What follows belongs to an exercise in optimizing a design on an open flow for small area; a production flow would make more cautious choices. Only simulation tests tie the RTL to the original design; equivalence was not proved. No activity file was given, so power comes from the tool's default toggle rates.

===== flow/run.sh =====
#!/bin/bash
# Standard ORFS layout (the standard.sh), with these changes:
#  - synthesis maps the logic with ABC's area-oriented mapper (amap) instead of
#    ORFS's abc_area.script; the ORFS scripts are copied unchanged otherwise;
#  - synthesis does not extract half/full adder cells (ADDER_MAP_FILE empty);
#    registers are exactly those of the standard synthesis;
#  - port buffers are sky130_fd_sc_hd__buf_1 (every input and output still gets one);
#  - clock tree synthesis adds no dummy loads.
set -euo pipefail
here=$(pwd)
rm -rf "$here/scripts_mod"
cp -r "$FLOW_HOME/scripts" "$here/scripts_mod"
cp "$here/flow/abc_area.script" "$here/scripts_mod/abc_area.script"
export SCRIPTS_DIR="$here/scripts_mod"
export ADDER_MAP_FILE=
export BUFFER_PORTS_ARGS="-buffer_cell sky130_fd_sc_hd__buf_1"
export CTS_ARGS="-sink_clustering_enable -repair_clock_nets -dont_use_dummy_load"
bash standard.sh > standard_flow.log 2>&1

===== flow/abc_area.script =====
strash
dch
amap
topo

===== standard.sh =====
#!/bin/bash
# synth_recipe.tcl (not shown) runs the flow's synth.tcl, then flattens the netlist and writes it again
# the make line also repeats each setting of config.mk as NAME=value (left out here)
make -C /OpenROAD-flow-scripts/flow DESIGN_CONFIG=/design/flow/config.mk WORK_HOME=/design/flow/orfs CLKGATE_MAP_FILE= SYNTH_SCRIPT=/design/flow/synth_recipe.tcl "${@:-finish}"

===== config.mk =====
export PLATFORM = sky130hd
export DESIGN_NAME = top
export DESIGN_NICKNAME = top
export VERILOG_FILES = /design/flow/design.v
export SDC_FILE = /design/flow/constraint.sdc
export NUM_CORES = 4
export LEC_CHECK = 0
export ABC_AREA = 1
export CAP_MARGIN = 20
export CORE_MARGIN = 2
export CORE_UTILIZATION = 40
export SLEW_MARGIN = 20

===== constraint.sdc =====
create_clock -name core_clock -period 10.0 [get_ports {clk}]
set_input_delay 2.0000 -clock core_clock [delete_from_list [all_inputs] [get_ports {clk}]]
set_output_delay 2.0000 -clock core_clock [all_outputs]
set_load 0.01 [all_outputs]

===== design.v =====
module top(clk, rst, jumpButton, duckButton, start, collided, Hsynq, Vsynq, run, dead, resetButton, Red, Green, Blue);
  input clk;
  wire clk;
  input rst;
  wire rst;
  input jumpButton;
  wire jumpButton;
  input duckButton;
  wire duckButton;
  input start;
  wire start;
  output collided;
  reg collided;
  output Hsynq;
  wire Hsynq;
  output Vsynq;
  wire Vsynq;
  output run;
  reg run;
  output dead;
  reg dead;
  input resetButton;
  wire resetButton;
  output [3:0] Red;
  wire [3:0] Red;
  output [3:0] Green;
  wire [3:0] Green;
  output [3:0] Blue;
  wire [3:0] Blue;
  wire k0;
  wire k1;
  wire k10;
  wire k100;
  wire k101;
  wire k102;
  wire k103;
  wire k104;
  wire k105;
  wire k106;
  wire k107;
  wire k108;
  wire k109;
  wire k11;
  wire k110;
  wire k111;
  wire k112;
  wire k113;
  wire k114;
  wire k115;
  wire k116;
  wire k117;
  wire k118;
  wire k119;
  wire k12;
  wire k120;
  wire k121;
  wire k122;
  wire k123;
  wire k124;
  wire k125;
  wire k126;
  wire k127;
  wire k128;
  wire k129;
  wire k13;
  wire k130;
  wire k131;
  wire k132;
  wire k133;
  wire k134;
  wire k135;
  wire k136;
  wire k137;
  wire k138;
  wire k139;
  wire k14;
  wire k140;
  wire k141;
  wire k142;
  wire k143;
  wire k144;
  wire k145;
  wire k146;
  wire k147;
  wire k148;
  wire k149;
  wire k15;
  wire k150;
  wire k151;
  wire k152;
  wire k153;
  wire k154;
  wire k155;
  wire k156;
  wire k157;
  wire k158;
  wire k159;
  wire k16;
  wire k160;
  wire k161;
  wire k162;
  wire k163;
  wire k164;
  wire k165;
  wire k166;
  wire k167;
  wire k168;
  wire k169;
  wire k17;
  wire k170;
  wire k171;
  wire k172;
  wire k173;
  wire k174;
  wire k175;
  wire k176;
  wire k177;
  wire k178;
  wire k179;
  wire k18;
  wire k180;
  wire k181;
  wire k182;
  wire k183;
  wire k184;
  wire k185;
  wire k186;
  wire k187;
  wire k188;
  wire k189;
  wire k19;
  wire k190;
  wire k191;
  wire k192;
  wire k193;
  wire k194;
  wire k195;
  wire k196;
  wire k197;
  wire k198;
  wire k199;
  wire k2;
  wire k20;
  wire k200;
  wire k201;
  wire k202;
  wire k203;
  wire k204;
  wire k205;
  wire k206;
  wire k207;
  wire k208;
  wire k209;
  wire k21;
  wire k210;
  wire k211;
  wire k212;
  wire k213;
  wire k214;
  wire k215;
  wire k216;
  wire k217;
  wire k218;
  wire k219;
  wire k22;
  wire k220;
  wire k221;
  wire k222;
  wire k223;
  wire k224;
  wire k225;
  wire k226;
  wire k227;
  wire k228;
  wire k229;
  wire k23;
  wire k230;
  wire k231;
  wire k232;
  wire k233;
  wire k234;
  wire k235;
  wire k236;
  wire k237;
  wire k238;
  wire k239;
  wire k24;
  wire k240;
  wire k241;
  wire k242;
  wire k243;
  wire k244;
  wire k245;
  wire k246;
  wire k247;
  wire k248;
  wire k249;
  wire k25;
  wire k250;
  wire k251;
  wire k252;
  wire k253;
  wire k254;
  wire k255;
  wire k256;
  wire k257;
  wire k258;
  wire k259;
  wire k26;
  wire k260;
  wire k261;
  wire k262;
  wire k263;
  wire k264;
  wire k265;
  wire k266;
  wire k267;
  wire k268;
  wire k269;
  wire k27;
  wire k270;
  wire k271;
  wire k272;
  wire k273;
  wire k274;
  wire k275;
  wire k276;
  wire k277;
  wire k278;
  wire k279;
  wire k28;
  wire k280;
  wire k281;
  wire k282;
  wire k283;
  wire k284;
  wire k285;
  wire k286;
  wire k287;
  wire k288;
  wire k289;
  wire k29;
  wire k290;
  wire k291;
  wire k292;
  wire k293;
  wire k294;
  wire k295;
  wire k296;
  wire k297;
  wire k298;
  wire k299;
  wire k3;
  wire k30;
  wire k300;
  wire k301;
  wire k302;
  wire k303;
  wire k304;
  wire k305;
  wire k306;
  wire k307;
  wire k308;
  wire k309;
  wire k31;
  wire k310;
  wire k311;
  wire k312;
  wire k313;
  wire k314;
  wire k315;
  wire k316;
  wire k317;
  wire k318;
  wire k319;
  wire k32;
  wire k320;
  wire k321;
  wire k322;
  wire k323;
  wire k324;
  wire k325;
  wire k326;
  wire k327;
  wire k328;
  wire k329;
  wire k33;
  wire k330;
  wire k331;
  wire k332;
  wire k333;
  wire k334;
  wire k335;
  wire k336;
  wire k337;
  wire k338;
  wire k339;
  wire k34;
  wire k340;
  wire k341;
  wire k342;
  wire k343;
  wire k344;
  wire k345;
  wire k346;
  wire k347;
  wire k348;
  wire k349;
  wire k35;
  wire k350;
  wire k351;
  wire k352;
  wire k353;
  wire k354;
  wire k355;
  wire k356;
  wire k357;
  wire k358;
  wire k359;
  wire k36;
  wire k360;
  wire k361;
  wire k362;
  wire k363;
  wire k364;
  wire k365;
  wire k366;
  wire k367;
  wire k368;
  wire k369;
  wire k37;
  wire k370;
  wire k371;
  wire k372;
  wire k373;
  wire k374;
  wire k375;
  wire k376;
  wire k377;
  wire k378;
  wire k379;
  wire k38;
  wire k380;
  wire k381;
  wire k382;
  wire k383;
  wire k384;
  wire k385;
  wire k386;
  wire k387;
  wire k388;
  wire k389;
  wire k39;
  wire k390;
  wire k391;
  wire k392;
  wire k393;
  wire k394;
  wire k395;
  wire k396;
  wire k397;
  wire k398;
  wire k399;
  wire k4;
  wire k40;
  wire k400;
  wire k401;
  wire k402;
  wire k403;
  wire k404;
  wire k405;
  wire k406;
  wire k407;
  wire k408;
  wire k409;
  wire k41;
  wire k410;
  wire k411;
  wire k412;
  wire k413;
  wire k414;
  wire k415;
  wire k416;
  wire k417;
  wire k418;
  wire k419;
  wire k42;
  wire k420;
  wire k421;
  wire k422;
  wire k423;
  wire k424;
  wire k425;
  wire k426;
  wire k427;
  wire k428;
  wire k429;
  wire k43;
  wire k430;
  wire k431;
  wire k432;
  wire k433;
  wire k434;
  wire k435;
  wire k436;
  wire k437;
  wire k438;
  wire k439;
  wire k44;
  wire k440;
  wire k441;
  wire k442;
  wire k443;
  wire k444;
  wire k445;
  wire k446;
  wire k447;
  wire k448;
  wire k449;
  wire k45;
  wire k450;
  wire k451;
  wire k452;
  wire k453;
  wire k454;
  wire k455;
  wire k456;
  wire k457;
  wire k458;
  wire k459;
  wire k46;
  wire k460;
  wire k461;
  wire k462;
  wire k463;
  wire k464;
  wire k465;
  wire k466;
  wire k467;
  wire k468;
  wire k469;
  wire k47;
  wire k470;
  wire k471;
  wire k472;
  wire k473;
  wire k474;
  wire k475;
  wire k476;
  wire k477;
  wire k478;
  wire k479;
  wire k48;
  wire k480;
  wire k481;
  wire k482;
  wire k483;
  wire k484;
  wire k485;
  wire k486;
  wire k487;
  wire k488;
  wire k489;
  wire k49;
  wire k490;
  wire k491;
  wire k492;
  wire k493;
  wire k494;
  wire k495;
  wire k496;
  wire k497;
  wire k498;
  wire k499;
  wire k5;
  wire k50;
  wire k500;
  wire k501;
  wire k502;
  wire k503;
  wire k504;
  wire k505;
  wire k506;
  wire k507;
  wire k508;
  wire k509;
  wire k51;
  wire k510;
  wire k511;
  wire k512;
  wire k513;
  wire k514;
  wire k515;
  wire k516;
  wire k517;
  wire k518;
  wire k519;
  wire k52;
  wire k520;
  wire k521;
  wire k522;
  wire k523;
  wire k524;
  wire k525;
  wire k526;
  wire k527;
  wire k528;
  wire k529;
  wire k53;
  wire k530;
  wire k531;
  wire k532;
  wire k533;
  wire k534;
  wire k535;
  wire k536;
  wire k537;
  wire k538;
  wire k539;
  wire k54;
  wire k540;
  wire k541;
  wire k542;
  wire k543;
  wire k544;
  wire k545;
  wire k546;
  wire k547;
  wire k548;
  wire k549;
  wire k55;
  wire k550;
  wire k551;
  wire k552;
  wire k553;
  wire k554;
  wire k555;
  wire k556;
  wire k557;
  wire k558;
  wire k559;
  wire k56;
  wire k560;
  wire k561;
  wire k562;
  wire k563;
  wire k564;
  wire k565;
  wire k566;
  wire k567;
  wire k568;
  wire k569;
  wire k57;
  wire k570;
  wire k571;
  wire k572;
  wire k573;
  wire k574;
  wire k575;
  wire k576;
  wire k577;
  wire k578;
  wire k579;
  wire k58;
  wire k580;
  wire k581;
  wire k582;
  wire k583;
  wire k584;
  wire k585;
  wire k586;
  wire k587;
  wire k588;
  wire k589;
  wire k59;
  wire k590;
  wire k591;
  wire k592;
  wire k593;
  wire k594;
  wire k595;
  wire k596;
  wire k597;
  wire k598;
  wire k599;
  wire k6;
  wire k60;
  wire k600;
  wire k601;
  wire k602;
  wire k603;
  wire k604;
  wire k605;
  wire k606;
  wire k607;
  wire k608;
  wire k609;
  wire k61;
  wire k610;
  wire k611;
  wire k612;
  wire k613;
  wire k614;
  wire k615;
  wire k616;
  wire k617;
  wire k618;
  wire k619;
  wire k62;
  wire k620;
  wire k621;
  wire k622;
  wire k623;
  wire k624;
  wire k625;
  wire k626;
  wire k627;
  wire k628;
  wire k629;
  wire k63;
  wire k630;
  wire k631;
  wire k632;
  wire k633;
  wire k634;
  wire k635;
  wire k636;
  wire k637;
  wire k638;
  wire k639;
  wire k64;
  wire k640;
  wire k641;
  wire k642;
  wire k643;
  wire k644;
  wire k645;
  wire k646;
  wire k647;
  wire k648;
  wire k649;
  wire k65;
  wire k650;
  wire k651;
  wire k652;
  wire k653;
  wire k654;
  wire k655;
  wire k656;
  wire k66;
  wire k67;
  wire k68;
  wire k69;
  wire k7;
  wire k70;
  wire k71;
  wire k72;
  wire k73;
  wire k74;
  wire k75;
  wire k76;
  wire k77;
  wire k78;
  wire k79;
  wire k8;
  wire k80;
  wire k81;
  wire k82;
  wire k83;
  wire k84;
  wire k85;
  wire k86;
  wire k87;
  wire k88;
  wire k89;
  wire k9;
  wire k90;
  wire k91;
  wire k92;
  wire k93;
  wire k94;
  wire k95;
  wire k96;
  wire k97;
  wire k98;
  wire k99;
  wire r643;
  reg r644;
  wire r645;
  reg r646;
  wire r647;
  reg r648;
  wire r649;
  reg r650;
  wire r651;
  reg r652;
  wire r653;
  reg r654;
  wire r655;
  reg r656;
  wire r657;
  reg r658;
  wire r659;
  reg r660;
  wire r661;
  reg r662;
  wire r663;
  reg r664;
  wire r665;
  reg r666;
  wire r667;
  reg r668;
  wire r669;
  reg r670;
  wire r671;
  reg r672;
  wire r673;
  reg r674;
  wire r675;
  reg r676;
  wire r677;
  reg r678;
  wire r679;
  reg r680;
  wire r681;
  wire r682;
  reg r683;
  wire r684;
  wire r685;
  reg r686;
  wire r687;
  reg r688;
  wire r689;
  reg r690;
  wire r691;
  wire r692;
  reg r693;
  wire r694;
  reg r695;
  wire r696;
  reg r697;
  wire r698;
  reg r699;
  wire r700;
  reg r701;
  wire r702;
  reg r703;
  wire r704;
  reg r705;
  wire r706;
  reg r707;
  wire r708;
  reg r709;
  wire r710;
  reg r711;
  wire r712;
  reg r713;
  wire r714;
  reg r715;
  wire r716;
  reg r717;
  wire r718;
  reg r719;
  wire r720;
  reg r721;
  wire r722;
  reg r723;
  wire r724;
  reg r725;
  wire r726;
  reg r727;
  wire r728;
  reg r729;
  wire r730;
  reg r731;
  wire r732;
  reg r733;
  wire r734;
  reg r735;
  wire r736;
  reg r737;
  wire r738;
  reg r739;
  wire r740;
  reg r741;
  wire r742;
  reg r743;
  wire r744;
  reg r745;
  wire r746;
  reg r747;
  wire w;
  assign k211 = k212 | k343;
  assign k210 = k211 | k213;
  assign k209 = k210 | k219;
  assign k208 = k343 & ~(k257);
  assign k207 = ~(k531 & run);
  assign k206 = k514 & ~(k341);
  assign k205 = k207 & ~(k206);
  assign k204 = k205 | k442;
  assign k203 = k204 | k208;
  assign k202 = k203 | ~(k209);
  assign k201 = ~(k202 & k220);
  assign k200 = k201 | k222;
  assign k199 = r670 ? r666 : k540;
  assign k198 = k225 | ~(k199);
  assign k197 = k198 & ~(k352);
  assign k196 = k197 | k209;
  assign k195 = k343 & ~(k341);
  assign k194 = k351 & ~(k195);
  assign k193 = k347 & ~(k194);
  assign k192 = k307 & ~(k193);
  assign k191 = k261 | k334;
  assign k190 = k191 | k192;
  assign k189 = r741 & ~(k246);
  assign k188 = k189 & k193;
  assign k187 = r713 & ~(k231);
  assign k186 = k187 | k352;
  assign k185 = k186 | k188;
  assign k184 = k190 & ~(k185);
  assign k183 = k508 & ~(k336);
  assign k182 = k423 & ~(k503);
  assign k181 = k434 | r741;
  assign k180 = ~(k181 | k182);
  assign k179 = ~(k302 & r660);
  assign k178 = k180 & ~(k179);
  assign k177 = k178 | k183;
  assign k176 = k177 | k220;
  assign k175 = k176 | k184;
  assign k174 = k196 & ~(k175);
  assign k173 = k200 & ~(k174);
  assign k172 = k357 & ~(k173);
  assign k171 = k354 | k518;
  assign k170 = k171 & ~(k448);
  assign k169 = k354 | k449;
  assign k168 = ~(k169 & r717);
  assign k167 = k168 | k170;
  assign k166 = k167 | k172;
  assign r659 = k262 & ~(k166);
  assign k165 = r701 | r743;
  assign k164 = k433 | rst;
  assign r742 = k165 & ~(k164);
  assign k163 = k374 | ~(r644);
  assign k162 = k163 | ~(r680);
  assign k161 = ~(k162 | r705);
  assign k160 = k161 & ~(r747);
  assign k159 = ~(k160 | r745);
  assign r744 = k376 & ~(k159);
  assign r687 = ~k355;
  assign k158 = ~(k161 ^ r747);
  assign r746 = k376 & ~(k158);
  assign k157 = k396 | r662;
  assign k156 = k383 | k397;
  assign r661 = k157 & ~(k156);
  assign r663 = k405 & r683;
  assign k155 = k372 & ~(k460);
  assign k154 = k155 | r666;
  assign k153 = k372 & ~(k540);
  assign k152 = k153 | rst;
  assign r665 = k154 & ~(k152);
  assign r667 = k405 & r664;
  assign k151 = k153 | r670;
  assign k150 = k372 & k539;
  assign k149 = k150 | rst;
  assign r669 = k151 & ~(k149);
  assign k148 = k430 & ~(k363);
  assign k147 = k148 & ~(k496);
  assign k146 = r733 & ~(k511);
  assign k145 = k146 | k510;
  assign k144 = k362 & ~(r709);
  assign k143 = k144 & k145;
  assign r671 = k143 | k147;
  assign k142 = k406 | r674;
  assign k141 = k406 & ~(k256);
  assign k140 = k141 | rst;
  assign r673 = k142 & ~(k140);
  assign r675 = k405 & r729;
  assign r677 = k405 & r739;
  assign k139 = r680 | ~(k163);
  assign k138 = ~(k162 & k376);
  assign r679 = k139 & ~(k138);
  assign r716 = start & ~(rst);
  assign k137 = start | rst;
  assign k136 = dead & ~(k137);
  assign k135 = r716 & collided;
  assign r681 = k135 | k136;
  assign r682 = k405 & r676;
  assign k134 = r716 & ~(collided);
  assign k133 = run & ~(k137);
  assign r684 = k133 | k134;
  assign k132 = r723 & r703;
  assign k131 = ~(k372 & r697);
  assign k130 = k132 & ~(k131);
  assign k129 = k430 & ~(k130);
  assign k128 = k372 ^ k460;
  assign r685 = k129 & ~(k128);
  assign k127 = r678 ^ r739;
  assign r689 = k405 & ~(k127);
  assign k126 = k396 & ~(k385);
  assign k125 = k126 | collided;
  assign k124 = k396 & ~(k378);
  assign k123 = k124 | k397;
  assign r691 = k125 & ~(k123);
  assign r692 = r656 & ~(rst);
  assign k122 = k485 | k483;
  assign k121 = ~(k122 & k466);
  assign k120 = k121 | k438;
  assign k119 = k471 & ~(k529);
  assign k118 = k119 | rst;
  assign k117 = k120 & ~(k118);
  assign k116 = k486 | r701;
  assign k115 = ~(k116 | r662);
  assign k114 = k115 ^ r743;
  assign k113 = k115 & ~(r743);
  assign k112 = r725 | ~(r733);
  assign k111 = r725 & ~(r733);
  assign k110 = k112 & ~(k111);
  assign k109 = k110 ^ k113;
  assign k108 = k109 | ~(k114);
  assign k107 = ~(r652 ^ r721);
  assign k106 = k107 ^ k111;
  assign k105 = ~k106;
  assign k104 = r652 | r721;
  assign k103 = r644 & r741;
  assign k102 = ~(r644 | r741);
  assign k101 = k102 | k103;
  assign k100 = ~(k101 ^ k104);
  assign k99 = k107 & ~(k112);
  assign k98 = k99 | ~(k100);
  assign k97 = k104 & ~(k101);
  assign k96 = k112 & ~(k107);
  assign k95 = k97 & ~(k96);
  assign k94 = ~(k95 | k103);
  assign k93 = ~(r680 | r713);
  assign k92 = r680 & r713;
  assign k91 = ~(k92 | k93);
  assign k90 = k91 ^ k94;
  assign k89 = k90 | k114;
  assign k88 = r670 | ~(r735);
  assign k87 = k88 | k540;
  assign k86 = k89 & ~(k87);
  assign k85 = k98 & ~(k86);
  assign k84 = k108 ? k105 : k85;
  assign k83 = ~r735;
  assign k82 = k521 & ~(k83);
  assign k81 = k82 | k525;
  assign k80 = k85 & ~(k81);
  assign k79 = k84 & ~(k80);
  assign k78 = k99 & ~(k100);
  assign k77 = k96 & k101;
  assign k76 = k77 | k78;
  assign k75 = r697 | ~(k531);
  assign k74 = k75 & ~(k113);
  assign k73 = k108 & ~(k74);
  assign k72 = k76 & ~(k73);
  assign k71 = k456 & ~(k249);
  assign k70 = k71 | k72;
  assign k69 = k70 | k79;
  assign k68 = k108 & ~(k106);
  assign k67 = k100 | ~(k68);
  assign k66 = k67 & ~(k90);
  assign k65 = k102 & ~(k92);
  assign k64 = ~(k65 | k93);
  assign k63 = r715 & ~(r705);
  assign k62 = r705 & ~(r715);
  assign k61 = ~(k62 | k63);
  assign k60 = k64 & ~(k61);
  assign k59 = k60 | k516;
  assign k58 = k538 & ~(k109);
  assign k57 = ~(k63 | k64);
  assign k56 = r747 & ~(r672);
  assign k55 = r745 ^ r709;
  assign k54 = r672 & ~(r747);
  assign k53 = k55 & ~(k54);
  assign k52 = k56 | ~(k53);
  assign k51 = k52 | k57;
  assign k50 = k55 ? k54 : k56;
  assign k49 = k50 & k62;
  assign k48 = k51 & ~(k49);
  assign k47 = k48 | k58;
  assign k46 = k47 | k59;
  assign k45 = k46 | k66;
  assign k44 = k69 & ~(k45);
  assign r694 = k117 & ~(k44);
  assign k43 = k82 & k153;
  assign k42 = ~(k43 & r723);
  assign k41 = k42 & ~(r697);
  assign r696 = k129 & ~(k41);
  assign r698 = k405 & r646;
  assign r700 = k369 & k486;
  assign k40 = k150 | r703;
  assign k39 = k155 & k453;
  assign k38 = k39 | ~(k129);
  assign r702 = k40 & ~(k38);
  assign k37 = k162 ^ r705;
  assign r704 = k376 & ~(k37);
  assign r706 = k405 & r693;
  assign k36 = k148 & ~(k483);
  assign k35 = ~(r715 & r672);
  assign k34 = k362 & ~(k35);
  assign r708 = k34 | k36;
  assign k33 = k425 | k486;
  assign r710 = k369 & ~(k33);
  assign k32 = k427 & ~(r713);
  assign r712 = k148 & ~(k32);
  assign r714 = r715 ? k148 : k144;
  assign k31 = k367 | r719;
  assign k30 = k366 | rst;
  assign r718 = k31 & ~(k30);
  assign k29 = ~(k428 & k502);
  assign k28 = k432 | rst;
  assign r720 = k29 & ~(k28);
  assign k27 = ~r723;
  assign k26 = k43 ^ k27;
  assign r722 = k129 & ~(k26);
  assign k25 = k382 ^ r725;
  assign r724 = k376 & ~(k25);
  assign r726 = k405 & r668;
  assign r728 = k405 & r699;
  assign k24 = k500 & ~(k496);
  assign k23 = k24 & ~(k286);
  assign k22 = k23 | k145;
  assign k21 = r713 & ~(k521);
  assign k20 = k21 & ~(k456);
  assign k19 = k20 | ~(k319);
  assign k18 = k19 & ~(k494);
  assign k17 = k304 & ~(k18);
  assign k16 = k17 | k509;
  assign k15 = k311 | r715;
  assign k14 = k16 & ~(k15);
  assign k13 = k83 & ~(k521);
  assign k12 = k82 | k27;
  assign k11 = k12 | k13;
  assign k10 = k11 | k14;
  assign k9 = k22 & ~(k10);
  assign k8 = k9 | start;
  assign k7 = k458 & ~(k325);
  assign k6 = k319 | k341;
  assign k5 = ~(k6 & k231);
  assign k4 = k343 & ~(k434);
  assign k541 = k321 & ~(k509);
  assign k542 = k541 | k404;
  assign k543 = k542 | k4;
  assign k544 = r721 & ~(k307);
  assign k545 = r709 & ~(r713);
  assign k546 = ~(k545 & r741);
  assign k547 = k509 & ~(k546);
  assign k548 = k547 | k544;
  assign k549 = k543 & ~(k548);
  assign k550 = k5 & ~(k549);
  assign k551 = ~(k550 | k7);
  assign k552 = ~k326;
  assign k553 = k508 & ~(k246);
  assign k554 = k533 ? k540 : k532;
  assign k555 = k554 | k553;
  assign k556 = ~(k555 & k552);
  assign k557 = k556 | k551;
  assign k558 = k546 | k339;
  assign k559 = k306 | k404;
  assign k560 = k494 | r713;
  assign k561 = k560 & ~(k559);
  assign k562 = k558 & ~(k561);
  assign k563 = k249 & ~(k562);
  assign k564 = k180 & ~(k555);
  assign k565 = r703 & ~(k564);
  assign k566 = k500 & ~(k565);
  assign k567 = k510 & ~(k539);
  assign k568 = k562 & ~(k567);
  assign k569 = k566 & ~(k568);
  assign k570 = k569 | k563;
  assign k571 = ~(k515 & k458);
  assign k572 = k501 & ~(k571);
  assign k573 = k494 | k539;
  assign k574 = k573 | k182;
  assign k575 = k572 & ~(k574);
  assign k576 = k570 & ~(k575);
  assign k577 = k557 & ~(k576);
  assign k578 = ~(k577 | k523);
  assign k579 = k457 & ~(k526);
  assign k580 = k577 & ~(k579);
  assign k581 = ~k545;
  assign k582 = ~(k35 | k187);
  assign k583 = k525 & ~(k320);
  assign k584 = k583 | r735;
  assign k585 = k584 & ~(k582);
  assign k586 = k307 & ~(k585);
  assign k587 = k581 & ~(k586);
  assign k588 = k587 | k580;
  assign k589 = k588 | k578;
  assign k590 = k545 | k512;
  assign k591 = ~(k590 & k182);
  assign k592 = r715 & ~(k515);
  assign k593 = k496 ? r713 : k500;
  assign k594 = k592 & ~(k593);
  assign k595 = k594 | ~(k591);
  assign k596 = ~(k595 & k306);
  assign k597 = k249 & ~(k310);
  assign k598 = k326 & ~(k597);
  assign k599 = k598 | r735;
  assign k600 = k326 & ~(k189);
  assign k601 = k600 | k581;
  assign k602 = k599 & ~(k601);
  assign k603 = k180 & k512;
  assign k604 = k603 | k602;
  assign k605 = k596 & ~(k604);
  assign k606 = k562 & ~(k404);
  assign k607 = k232 & ~(k342);
  assign k608 = k607 | ~(k316);
  assign k609 = r733 | r713;
  assign k610 = k609 & ~(k339);
  assign k611 = k290 | k423;
  assign k612 = k611 | k610;
  assign k613 = k612 | ~(k608);
  assign k614 = k7 | k232;
  assign k615 = k614 | r735;
  assign k616 = ~(k615 & k613);
  assign k617 = k606 & ~(k616);
  assign k618 = k512 & ~(k423);
  assign k619 = k618 | k582;
  assign k620 = ~(k326 & r735);
  assign k621 = k478 | k508;
  assign k622 = k621 | ~(k620);
  assign k623 = k622 & ~(k553);
  assign k624 = k619 & ~(k623);
  assign k625 = k624 | k617;
  assign k626 = k625 | ~(k605);
  assign k627 = k626 & ~(k518);
  assign k628 = k27 & ~(k456);
  assign k629 = k83 & ~(k298);
  assign k630 = k629 | k628;
  assign k631 = r703 & ~(k249);
  assign k632 = k321 & ~(k246);
  assign k633 = r723 & ~(k632);
  assign k634 = k633 | k631;
  assign k635 = k348 | r672;
  assign k636 = k132 & ~(k635);
  assign k637 = k634 & ~(k636);
  assign k638 = k7 & ~(k603);
  assign k639 = k637 & ~(k638);
  assign k640 = k559 & ~(k590);
  assign k641 = k640 | k639;
  assign k642 = k614 | k27;
  assign k643 = r713 ? k509 : k302;
  assign k644 = k643 | k553;
  assign k645 = k642 & ~(k644);
  assign k646 = k637 & ~(k645);
  assign k647 = k582 & ~(k646);
  assign k648 = k510 & ~(k613);
  assign k649 = k648 | k595;
  assign k650 = k649 | k647;
  assign k651 = k641 & ~(k650);
  assign k652 = k630 & ~(k651);
  assign k653 = start & ~(k652);
  assign k654 = k451 & ~(k653);
  assign k655 = k654 | k627;
  assign k656 = k589 & ~(k655);
  assign r730 = k8 & ~(k656);
  assign k0 = k433 | r733;
  assign k1 = ~(k428 & k430);
  assign r732 = k0 & ~(k1);
  assign k2 = k39 | r735;
  assign k3 = k43 | ~(k129);
  assign r734 = k2 & ~(k3);
  always @(posedge clk)
    r701 <= r700;
  always @(posedge clk)
    r715 <= r714;
  always @(posedge clk)
    r650 <= r649;
  always @(posedge clk)
    r690 <= r689;
  always @(posedge clk)
    r709 <= r708;
  always @(posedge clk)
    r680 <= r679;
  always @(posedge clk)
    dead <= r681;
  always @(posedge clk)
    r654 <= r653;
  always @(posedge clk)
    r733 <= r732;
  always @(posedge clk)
    r683 <= r682;
  always @(posedge clk)
    r727 <= r726;
  always @(posedge clk)
    r648 <= r647;
  always @(posedge clk)
    r735 <= r734;
  always @(posedge clk)
    r719 <= r718;
  always @(posedge clk)
    r668 <= r667;
  always @(posedge clk)
    r652 <= r651;
  always @(posedge clk)
    r674 <= r673;
  always @(posedge clk)
    r678 <= r677;
  always @(posedge clk)
    r672 <= r671;
  always @(posedge clk)
    r670 <= r669;
  always @(posedge clk)
    collided <= r691;
  always @(posedge clk)
    r644 <= r643;
  always @(posedge clk)
    run <= r684;
  always @(posedge clk)
    r697 <= r696;
  always @(posedge clk)
    r656 <= r655;
  always @(posedge clk)
    r688 <= r687;
  always @(posedge clk)
    r646 <= r645;
  always @(posedge clk)
    r737 <= r736;
  always @(posedge clk)
    r739 <= r738;
  always @(posedge clk)
    r721 <= r720;
  always @(posedge clk)
    r725 <= r724;
  always @(posedge clk)
    r658 <= r657;
  always @(posedge clk)
    r703 <= r702;
  always @(posedge clk)
    r707 <= r706;
  always @(posedge clk)
    r664 <= r663;
  always @(posedge clk)
    r662 <= r661;
  always @(posedge clk)
    r723 <= r722;
  always @(posedge clk)
    r711 <= r710;
  always @(posedge clk)
    r660 <= r659;
  always @(posedge clk)
    r741 <= r740;
  always @(posedge clk)
    r686 <= r685;
  always @(posedge clk)
    r717 <= r716;
  always @(posedge clk)
    r729 <= r728;
  always @(posedge clk)
    r713 <= r712;
  always @(posedge clk)
    r695 <= r694;
  always @(posedge clk)
    r743 <= r742;
  always @(posedge clk)
    r666 <= r665;
  always @(posedge clk)
    r693 <= r692;
  always @(posedge clk)
    r699 <= r698;
  always @(posedge clk)
    r745 <= r744;
  always @(posedge clk)
    r676 <= r675;
  always @(posedge clk)
    r747 <= r746;
  always @(posedge clk)
    r731 <= r730;
  always @(posedge clk)
    r705 <= r704;
  assign k540 = ~(r666 & r686);
  assign k539 = r670 & ~(k540);
  assign k538 = ~(r697 | r703);
  assign k537 = k538 & ~(k539);
  assign k536 = r723 | r735;
  assign k535 = k537 & ~(k536);
  assign k534 = r654 | r719;
  assign k533 = ~r670;
  assign k532 = r666 | r686;
  assign k531 = k533 & ~(k532);
  assign k530 = k534 | ~(k531);
  assign Vsynq = k535 & ~(k530);
  assign k529 = run & r717;
  assign k528 = ~k529;
  assign k527 = ~(r723 & r735);
  assign k526 = k527 | r697;
  assign k525 = ~(r670 | r703);
  assign k524 = k525 | k526;
  assign k523 = r697 & ~(k536);
  assign k522 = ~(r666 | r686);
  assign k521 = r670 & r703;
  assign k520 = k521 & ~(k522);
  assign k519 = k523 & ~(k520);
  assign k518 = k524 & ~(k519);
  assign k517 = k518 | k537;
  assign k516 = k517 | k528;
  assign k515 = ~(r721 & r741);
  assign k514 = ~k515;
  assign k513 = r672 | ~(r713);
  assign k512 = r715 & ~(k513);
  assign k511 = ~(k512 & k514);
  assign k510 = r672 & ~(r715);
  assign k509 = ~(r721 | r733);
  assign k508 = ~(r713 | r741);
  assign k507 = ~(k508 & k509);
  assign k506 = k510 & ~(k507);
  assign k505 = k511 & ~(k506);
  assign k504 = ~(k505 | duckButton);
  assign k503 = r733 | r743;
  assign k502 = ~r721;
  assign k501 = ~(r713 & r741);
  assign k500 = k501 | k502;
  assign k499 = k503 & ~(k500);
  assign k498 = k499 | r672;
  assign k497 = k504 | ~(k498);
  assign k496 = ~r672;
  assign k495 = ~(r733 & r743);
  assign k494 = r721 & ~(k495);
  assign k493 = k508 & ~(k494);
  assign k492 = r715 & ~(k493);
  assign k491 = k496 & ~(k492);
  assign k490 = k491 | k497;
  assign k489 = r709 | ~(jumpButton);
  assign k488 = k490 & ~(k489);
  assign k487 = k488 | k516;
  assign k486 = r650 & r711;
  assign k485 = k500 | ~(k486);
  assign k484 = ~(k485 | k487);
  assign k483 = ~r709;
  assign k482 = k498 | r715;
  assign k481 = r701 & ~(k500);
  assign k480 = ~(k481 | k482);
  assign k479 = ~(k480 & k483);
  assign k478 = ~(r735 | r703);
  assign k477 = k539 | ~(k478);
  assign k476 = ~(r723 & r697);
  assign k475 = k477 & ~(k476);
  assign k474 = k475 | k535;
  assign k473 = k479 & ~(k474);
  assign k472 = k473 | k484;
  assign k471 = ~r695;
  assign k470 = k483 & ~(k482);
  assign k469 = k529 & ~(r666);
  assign k468 = k469 & k523;
  assign k467 = ~(k468 & k518);
  assign k466 = ~(k467 | k470);
  assign k465 = k487 & ~(k466);
  assign k464 = k471 & ~(k465);
  assign k463 = ~(k529 & jumpButton);
  assign k462 = k463 | k517;
  assign k461 = k497 & ~(k462);
  assign k460 = ~r686;
  assign k459 = k518 | k460;
  assign k458 = ~r703;
  assign k457 = r670 & r666;
  assign k456 = k458 & ~(k457);
  assign k455 = ~(k456 | k527);
  assign k454 = ~r666;
  assign k453 = k521 & ~(k454);
  assign k452 = k453 | r723;
  assign k451 = k536 & ~(r697);
  assign k450 = ~(k451 & k452);
  assign k449 = k450 | k455;
  assign k448 = k459 & ~(k449);
  assign k447 = r723 | r686;
  assign k446 = ~(k447 & k529);
  assign k445 = k446 | k498;
  assign k444 = k448 & ~(k445);
  assign k443 = k444 | k461;
  assign k442 = ~r660;
  assign k441 = k491 | k442;
  assign k440 = k443 & ~(k441);
  assign k439 = ~(k529 | r731);
  assign k438 = r709 & ~(k480);
  assign k437 = k438 | k439;
  assign k436 = k437 | k440;
  assign k435 = k436 | k464;
  assign w = k472 & ~(k435);
  assign k434 = r721 & r733;
  assign k433 = r701 & r743;
  assign k432 = k433 & k434;
  assign k431 = k432 | r741;
  assign k430 = ~rst;
  assign k429 = r733 & r743;
  assign k428 = ~(k429 & r701);
  assign k427 = k428 | k515;
  assign k426 = ~(k427 & k430);
  assign r740 = k431 & ~(k426);
  assign k425 = ~(r650 | r711);
  assign k424 = k425 | k495;
  assign k423 = ~(r721 | r741);
  assign k422 = ~(k428 & k423);
  assign k421 = k424 & ~(k422);
  assign k420 = r713 & ~(k421);
  assign Hsynq = k470 & ~(k420);
  assign k419 = r739 & ~(r678);
  assign k418 = r729 | ~(r737);
  assign k417 = k419 & ~(k418);
  assign k416 = ~(r693 & r707);
  assign k415 = r727 | ~(r699);
  assign k414 = k415 | k416;
  assign k413 = k417 & ~(k414);
  assign k412 = r668 & ~(r690);
  assign k411 = ~(k412 & r683);
  assign k410 = r664 | r656;
  assign k409 = ~(r676 & r646);
  assign k408 = k409 | k410;
  assign k407 = k408 | k411;
  assign k406 = k413 & ~(k407);
  assign k405 = k430 & ~(k406);
  assign r738 = k405 & r707;
  assign k404 = ~k510;
  assign k403 = r654 | ~(r719);
  assign k402 = r648 | r713;
  assign k401 = k402 | k403;
  assign k400 = k401 | k404;
  assign k399 = k400 | k427;
  assign k398 = resetButton & ~(k399);
  assign k397 = k398 | rst;
  assign k396 = k529 & ~(k399);
  assign k395 = r745 & ~(r747);
  assign k394 = r662 & ~(jumpButton);
  assign k393 = k395 & ~(k394);
  assign k392 = k393 | ~(k396);
  assign k391 = r705 | ~(r662);
  assign k390 = k395 & ~(k391);
  assign k389 = ~(r680 | r644);
  assign k388 = r725 | ~(jumpButton);
  assign k387 = r652 & ~(k388);
  assign k386 = k389 & ~(k387);
  assign k385 = k390 & ~(k386);
  assign k384 = k395 & ~(k385);
  assign k383 = k396 & ~(k384);
  assign k382 = k392 & ~(k383);
  assign k381 = k390 & ~(k389);
  assign k380 = r662 & jumpButton;
  assign k379 = ~(k380 | k381);
  assign k378 = ~k379;
  assign k377 = k378 & ~(k382);
  assign k376 = ~(k377 | k397);
  assign k375 = k392 | r725;
  assign k374 = k375 | ~(r652);
  assign k373 = k374 ^ r644;
  assign r643 = k376 & ~(k373);
  assign r645 = k405 & r690;
  assign k372 = r658 & r654;
  assign k371 = k430 & ~(k372);
  assign k370 = ~(r658 ^ r648);
  assign r647 = k371 & ~(k370);
  assign r736 = r727 & ~(rst);
  assign k369 = ~(rst | r701);
  assign r649 = k369 & ~(r650);
  assign k368 = k375 ^ r652;
  assign r651 = k376 & ~(k368);
  assign k367 = r658 & r648;
  assign k366 = k367 & r719;
  assign k365 = r658 | ~(r654);
  assign k364 = k365 & ~(k366);
  assign r653 = k430 & ~(k364);
  assign r655 = k405 & r737;
  assign k363 = k432 & ~(k501);
  assign k362 = k363 & ~(rst);
  assign r657 = k362 & ~(k483);
  assign k361 = ~(r733 & r741);
  assign k360 = k460 & ~(k361);
  assign k359 = ~(k360 & k512);
  assign k358 = ~(k359 & k505);
  assign k357 = duckButton | ~(run);
  assign k356 = ~r688;
  assign k355 = k529 ? jumpButton : k356;
  assign k354 = k357 & ~(k355);
  assign k353 = ~(k453 | k456);
  assign k352 = k353 ^ k354;
  assign k351 = r686 & ~(r670);
  assign k350 = r713 | ~(r743);
  assign k349 = ~(k350 & k351);
  assign k348 = ~(r670 | r666);
  assign k347 = k348 | k457;
  assign k346 = k349 & ~(k347);
  assign k345 = k346 | k352;
  assign k344 = k358 & ~(k345);
  assign k343 = ~r713;
  assign k342 = ~(r733 | r743);
  assign k341 = k342 | ~(k495);
  assign k340 = r670 & ~(r686);
  assign k339 = k342 | r721;
  assign k338 = k339 & ~(r666);
  assign k337 = k338 | ~(k340);
  assign k336 = r666 | ~(r670);
  assign k335 = k336 & k423;
  assign k334 = k337 & ~(k335);
  assign k333 = k334 & ~(r733);
  assign k332 = k333 | k341;
  assign k331 = r741 | r735;
  assign k330 = k331 | k531;
  assign k329 = k332 & ~(k330);
  assign k328 = k329 | k343;
  assign k327 = ~k539;
  assign k326 = r703 & ~(k531);
  assign k325 = r670 & ~(k522);
  assign k324 = ~(k325 & k508);
  assign k323 = k324 & ~(k326);
  assign k322 = k327 & ~(k323);
  assign k321 = r713 & r741;
  assign k320 = r666 & r686;
  assign k319 = k522 | k320;
  assign k318 = k319 & ~(k321);
  assign k317 = k525 & ~(k318);
  assign k316 = r721 & ~(r713);
  assign k315 = r733 & ~(k316);
  assign k314 = k315 | k317;
  assign k313 = k321 | k423;
  assign k312 = k314 & ~(k313);
  assign k311 = k312 | k322;
  assign k310 = ~r733;
  assign k309 = k423 & ~(k310);
  assign k308 = k525 & ~(k532);
  assign k307 = r713 | r741;
  assign k306 = ~(k501 & k307);
  assign k305 = k306 | k308;
  assign k304 = k305 | k326;
  assign k303 = k304 | k309;
  assign k302 = r721 & ~(k342);
  assign k301 = k326 | k302;
  assign k300 = r666 & ~(k495);
  assign k299 = k525 & ~(k300);
  assign k298 = k521 & ~(k540);
  assign k297 = k298 | k299;
  assign k296 = k301 & ~(k297);
  assign k295 = r743 & ~(k532);
  assign k294 = k320 | k502;
  assign k293 = k294 | k295;
  assign k292 = k341 | k307;
  assign k291 = k293 & ~(k292);
  assign k290 = k310 & ~(k515);
  assign k289 = k290 | k321;
  assign k288 = k289 | k291;
  assign k287 = k288 | k296;
  assign k286 = k303 & ~(k287);
  assign k285 = k343 & ~(k286);
  assign k284 = k311 & ~(k285);
  assign k283 = k503 & ~(k509);
  assign k282 = k283 & ~(k454);
  assign k281 = k340 | k351;
  assign k280 = r721 ? k429 : k281;
  assign k279 = k280 | k282;
  assign k278 = k348 & ~(k503);
  assign k277 = k278 | k458;
  assign k276 = k279 & ~(k277);
  assign k275 = r735 & ~(k286);
  assign k274 = k275 | k276;
  assign k273 = k274 | k284;
  assign k272 = k328 & ~(k273);
  assign k271 = ~(k306 & r743);
  assign k270 = k453 & ~(k271);
  assign k269 = k456 & k423;
  assign k268 = k269 | k357;
  assign k267 = k268 | k317;
  assign k266 = k267 | k270;
  assign k265 = k266 | k272;
  assign k264 = k498 | ~(k492);
  assign k263 = k265 & ~(k264);
  assign k262 = k263 | k344;
  assign k261 = k429 | r721;
  assign k260 = r648 | ~(r686);
  assign k259 = k260 | k534;
  assign k258 = k261 & ~(k259);
  assign k257 = k258 | ~(k319);
  assign k256 = ~r674;
  assign k255 = ~(k529 & k256);
  assign k254 = k255 | k257;
  assign k253 = k502 ? k310 : k503;
  assign k252 = k253 | r741;
  assign k251 = k254 & ~(k252);
  assign k250 = k251 | k531;
  assign k249 = k533 & ~(k320);
  assign k248 = k257 & ~(k528);
  assign k247 = k248 | k249;
  assign k246 = k502 & ~(k429);
  assign k245 = k257 & ~(k255);
  assign k244 = k245 | k246;
  assign k243 = k247 & ~(k244);
  assign k242 = k250 & ~(k243);
  assign k241 = ~(k529 & r674);
  assign k240 = k319 | k495;
  assign k239 = k240 | ~(k241);
  assign k238 = k503 & ~(k515);
  assign k237 = ~(k241 | k249);
  assign k236 = k237 | ~(k238);
  assign k235 = k239 & ~(k236);
  assign k234 = k235 | k457;
  assign k233 = k234 | k242;
  assign k232 = ~r741;
  assign k231 = k232 & ~(k494);
  assign k230 = ~k231;
  assign k229 = r733 | ~(r743);
  assign k228 = k532 & ~(k229);
  assign k227 = r670 & ~(k361);
  assign k226 = k227 | k514;
  assign k225 = k226 | k228;
  assign k224 = k225 & ~(r713);
  assign k223 = k230 & ~(k224);
  assign k222 = k233 & ~(k223);
  assign k221 = k352 & ~(r735);
  assign k220 = k456 ? r735 : k221;
  assign k219 = k352 & ~(k334);
  assign k218 = r686 & ~(k294);
  assign k217 = k218 | k283;
  assign k216 = r743 | ~(r686);
  assign k215 = k348 & ~(k216);
  assign k214 = k217 & ~(k215);
  assign k213 = k232 & ~(k214);
  assign k212 = ~(k336 | k515);
  assign Blue = { w, w, w, w };
  assign Green = { w, w, w, w };
  assign Red = { w, w, w, w };
endmodule

==> impl_metrics.json <==
{
  "grt_pass1_vias": 3941,
  "pre_cts_ws_ns": 3.977,
  "vias_per_cell": 6.411,
  "drv_cap": 0,
  "finalCritPeriodShare_pct": 66.08,
  "synthToLayoutAreaGrowth_pct": 6.364,
  "power_leakage_uw": 0.001185,
  "regArea_um2": 1081,
  "rsz0062_at_grt": "no",
  "std_cell_rows": 34,
  "crit_fanout": 14,
  "cts_resized": 0,
  "startpoint": "r741$_DFF_P_",
  "dieArea_um2": 9667,
  "drt-pass1-iter-count": 8,
  "io_pins": 23,
  "drv_slew": 0,
  "fin_skew_ns": 0.01204,
  "num-nets-final": 572,
  "place_inst": 667,
  "status": "timing/DRC/antenna clean",
  "hold_viol": 0,
  "grt_pass1_wl_um": 22090,
  "setup_ws_ns": 3.392,
  "ys.flop_type": "dfxtp_1",
  "finalCriticalPeriod_ns": 6.608,
  "multi_input_area_um2": 2098,
  "htree_levels": 2,
  "grt.total_usage_pct": 29.60,
  "drtIter0Drc": 643,
  "r2r_slack_ns": 5.72,
  "synth.distinct_cells": 40,
  "portBuffers": 22,
  "crit_path_start_kind": "flip-flop",
  "cts_tree": "done",
  "vias": 4308,
  "gp_congestion": 1.070,
  "setup_viol": 0,
  "synth_area_um2": 3558,
  "arrival_ns": 4.61,
  "finalSetupTns_ns": 0,
  "drc": 0,
  "synthArstFlopShare_pct": 0,
  "grt.overflow.total": 0,
  "hold_buffers": 0,
  "synth.avg_cell_area_um2": 6.517,
  "ir_worst_vdd_mv": 0.06030,
  "core_area_um2": 8678,
  "crit_end": "Red[2]",
  "start_util_pct": 41.00,
  "reg2reg_from": "r670$_DFF_P_",
  "synth_nets": 552,
  "cts_buffers": 5,
  "ys_warn_count": 1,
  "ant_nets": 0,
  "synth_edf_count": 0,
  "clkLatencyLatePin_ns": 0.31,
  "grt_max_degree": 20,
  "ys_ff_latch": 54,
  "cp_data_required_time_ns": 8.00,
  "clockRootBuffer": "clkbuf_8",
  "critPathKind": "flip-flop to output port",
  "worst_pin_slew_ns": 0.7617,
  "drive_gt1_share_pct": 1.596,
  "dpl.hpwl_um": 11280,
  "powerDensity_nw_per_um2": 97.05,
  "worstRegToRegCells": 12,
  "final_cells": 672,
  "fp.dieW_um": 98.32,
  "max_freq_mhz": 151.3,
  "synthCells": 546,
  "drt-total-wl_um": 14470,
  "n_fill_cell": 1004,
  "relSlewSlack_pct": 49.03,
  "antenna_found_initial": 0,
  "post_cts_buffers": 0,
  "yosysSeqAreaShare_pct": 30.38,
  "endpoint_kind": "output port",
  "die_height_um": 98.32,
  "cts_buffer_depth": 2,
  "r2r_end": "r660$_DFF_P_",
  "clkTransAtPathRegs_ns": 0.11,
  "clock-sinks": 54,
  "hold_class": "flip-flop to flip-flop",
  "wl_per_cell_um": 21.54,
  "diodes": 0
}
==> stage by stage <==
| stage | instance area, µm² | power, µW | hold WS [ns] | utilization [%] |
|---|---|---|---|---|
| 6_report | 3785 | 367.3 | 0.4309 | 43.61 |
| 5_1_grt | 3785 | 378.0 | 0.4516 | 43.61 |
| 4_1_cts | 3777 | 367.9 | 0.4363 | 43.53 |
| 3_5_place_dp | 3709 | 249.7 | 0.4195 | 42.73 |
| 3_3_place_gp | 3709 | 250.3 | 0.4093 | 42.73 |
| 2_1_floorplan | 3558 | 239.5 | 0.3975 | - |
==> cells in the mapped netlist (2+ instances only) <==
| cell type | number | share of area [%] |
|---|---|---|
| a311oi_1 | 2 | 0.49 |
| nor2_1 | 139 | 15 |
| dfxtp_1 | 54 | 30 |
| clkinv_1 | 79 | 8.3 |
| o22ai_1 | 5 | 0.88 |
| a221oi_1 | 4 | 0.98 |
| or3_1 | 5 | 0.88 |
| a32oi_1 | 3 | 0.74 |
| a31oi_1 | 14 | 2.5 |
| a22oi_1 | 3 | 0.63 |
| a211oi_1 | 20 | 4.2 |
| o32ai_1 | 5 | 1.2 |
| a21oi_1 | 24 | 3.4 |
| a2111oi_0 | 2 | 0.49 |
| o2111ai_1 | 3 | 0.74 |
| or4_1 | 2 | 0.42 |
| o31ai_1 | 2 | 0.42 |
| o41ai_1 | 3 | 0.74 |
| and3_1 | 7 | 1.2 |
| a41oi_1 | 4 | 0.98 |
| nor4_1 | 6 | 1.1 |
| nand2_1 | 35 | 3.7 |
| o21ai_0 | 46 | 6.5 |
| or2_0 | 4 | 0.70 |
| o21a_1 | 8 | 1.7 |
| buf_4 | 12 | 2.5 |
| o221ai_1 | 2 | 0.49 |
| o22a_1 | 2 | 0.49 |
| nor3_1 | 24 | 3.4 |
| nand3_1 | 11 | 1.5 |
| nor2b_1 | 2 | 0.35 |
| a32o_1 | 2 | 0.56 |
| nand4_1 | 5 | 0.88 |
==> kinds of logic (layout without fill, tap and decap cells) <==
kind of cell	count (synthesis)	count (layout)	synth area share (%)
DFF	54	54	30.38
buffers and inverters	91	109	10.86
AOI/OAI and AO/OA	161	161	29.96
and+or+nand+nor	240	240	28.80
==> routing by layer <==
metal	vias to the layer above	GRT usage [%]	share of wire, %
met5	-	0	0
met4	0	17.28	7.9
met3	77	4.653	8.9
met2	280	45.16	42
met1	1970	39.56	41
li1	1981	-	-
==> layout make-up <==
type | instances | area share (%)
flip-flops and latches | 54 | 28.56
repair buffers | 25 | 2.777
inverters | 79 | 7.835
clock buffers | 5 | 1.818
well taps | 108 | 3.570
multi-input cells | 401 | 55.44
==> worst min path at each step <==
stage               slack, ns          from  depth (start not counted)           end
floorplan                0.40  r727$_DFF_P_                          2  r737$_DFF_P_
detailed placement       0.42  r668$_DFF_P_                          2  r727$_DFF_P_
global placement         0.41  r668$_DFF_P_                          2  r727$_DFF_P_
global route             0.45  r668$_DFF_P_                          2  r727$_DFF_P_
CTS                      0.44  r668$_DFF_P_                          2  r727$_DFF_P_
finish                   0.43  r668$_DFF_P_                          2  r727$_DFF_P_
==> cell usage in the layout, fill, tap and decap left out, drive strengths merged, types with 3 or more instances in the layout <==
| cell | n |
|---|---|
| nor2 | 139 |
| clkinv | 79 |
| dfxtp | 54 |
| o21ai | 46 |
| nand2 | 35 |
| buf | 25 |
| nor3 | 24 |
| a21oi | 24 |
| a211oi | 20 |
| a31oi | 14 |
| nand3 | 11 |
| o21a | 8 |
| and3 | 7 |
| nor4 | 6 |
| nand4 | 5 |
| or3 | 5 |
| o32ai | 5 |
| o22ai | 5 |
| clkbuf | 5 |
| a221oi | 4 |
| or2 | 4 |
| a41oi | 4 |
| a32oi | 3 |
| a22oi | 3 |
| o2111ai | 3 |
| o41ai | 3 |
==> power by group <==
| part | internal, µW | switching [µW] | total, µW |
|---|---|---|---|
| combinational | 6.74 | 18.6 | 25.4 |
| clock | 45.7 | 75.9 | 122 |
| sequential | 218 | 1.91 | 220 |
| total | 271 | 96.5 | 367 |
==> critical path: stages (launching register included) <==
cell,delay (ns)
dfxtp_1,0.64
clkinv_1,0.38
nor2_1,0.40
clkinv_1,0.25
nor2_1,0.41
clkinv_1,0.24
o21ai_0,0.44
o21ai_0,0.20
or2_0,0.25
a31o_1,0.24
nor3_1,0.16
a21oi_1,0.07
nor4_1,0.23
buf_4,0.22
buf_1,0.16

## separate check: timing with driven ports
The flow's constraints put no driver on any port. The routed layout listed below was extracted and timed again, unchanged, in two steps. Step 1 (the two cells are an assumption about what drives the block):
set clk [get_ports {clk}]
set_driving_cell -lib_cell sky130_fd_sc_hd__clkbuf_16 $clk
set_driving_cell -lib_cell sky130_fd_sc_hd__buf_2 [delete_from_list [all_inputs] $clk]
Step 2 times the ports against the registers' clock, not the clock port: input delays grow and output delays shrink by t, the midpoint of the rising clock arrivals with the driver on. a / b / c = ideal ports / drivers / drivers and shift; a / b = the first two.
t, ns: 0.340
slack for setup (ns): 3.392 / 3.361 / 3.701
worst setup path after step 2: register to output
latest minus earliest clock arrival (ns): 0.014 / 0.014
After both steps this run still meets setup and hold. For this run, drivers alone change the setup slack by -0.031 ns; drivers and shift together by +0.309 ns.
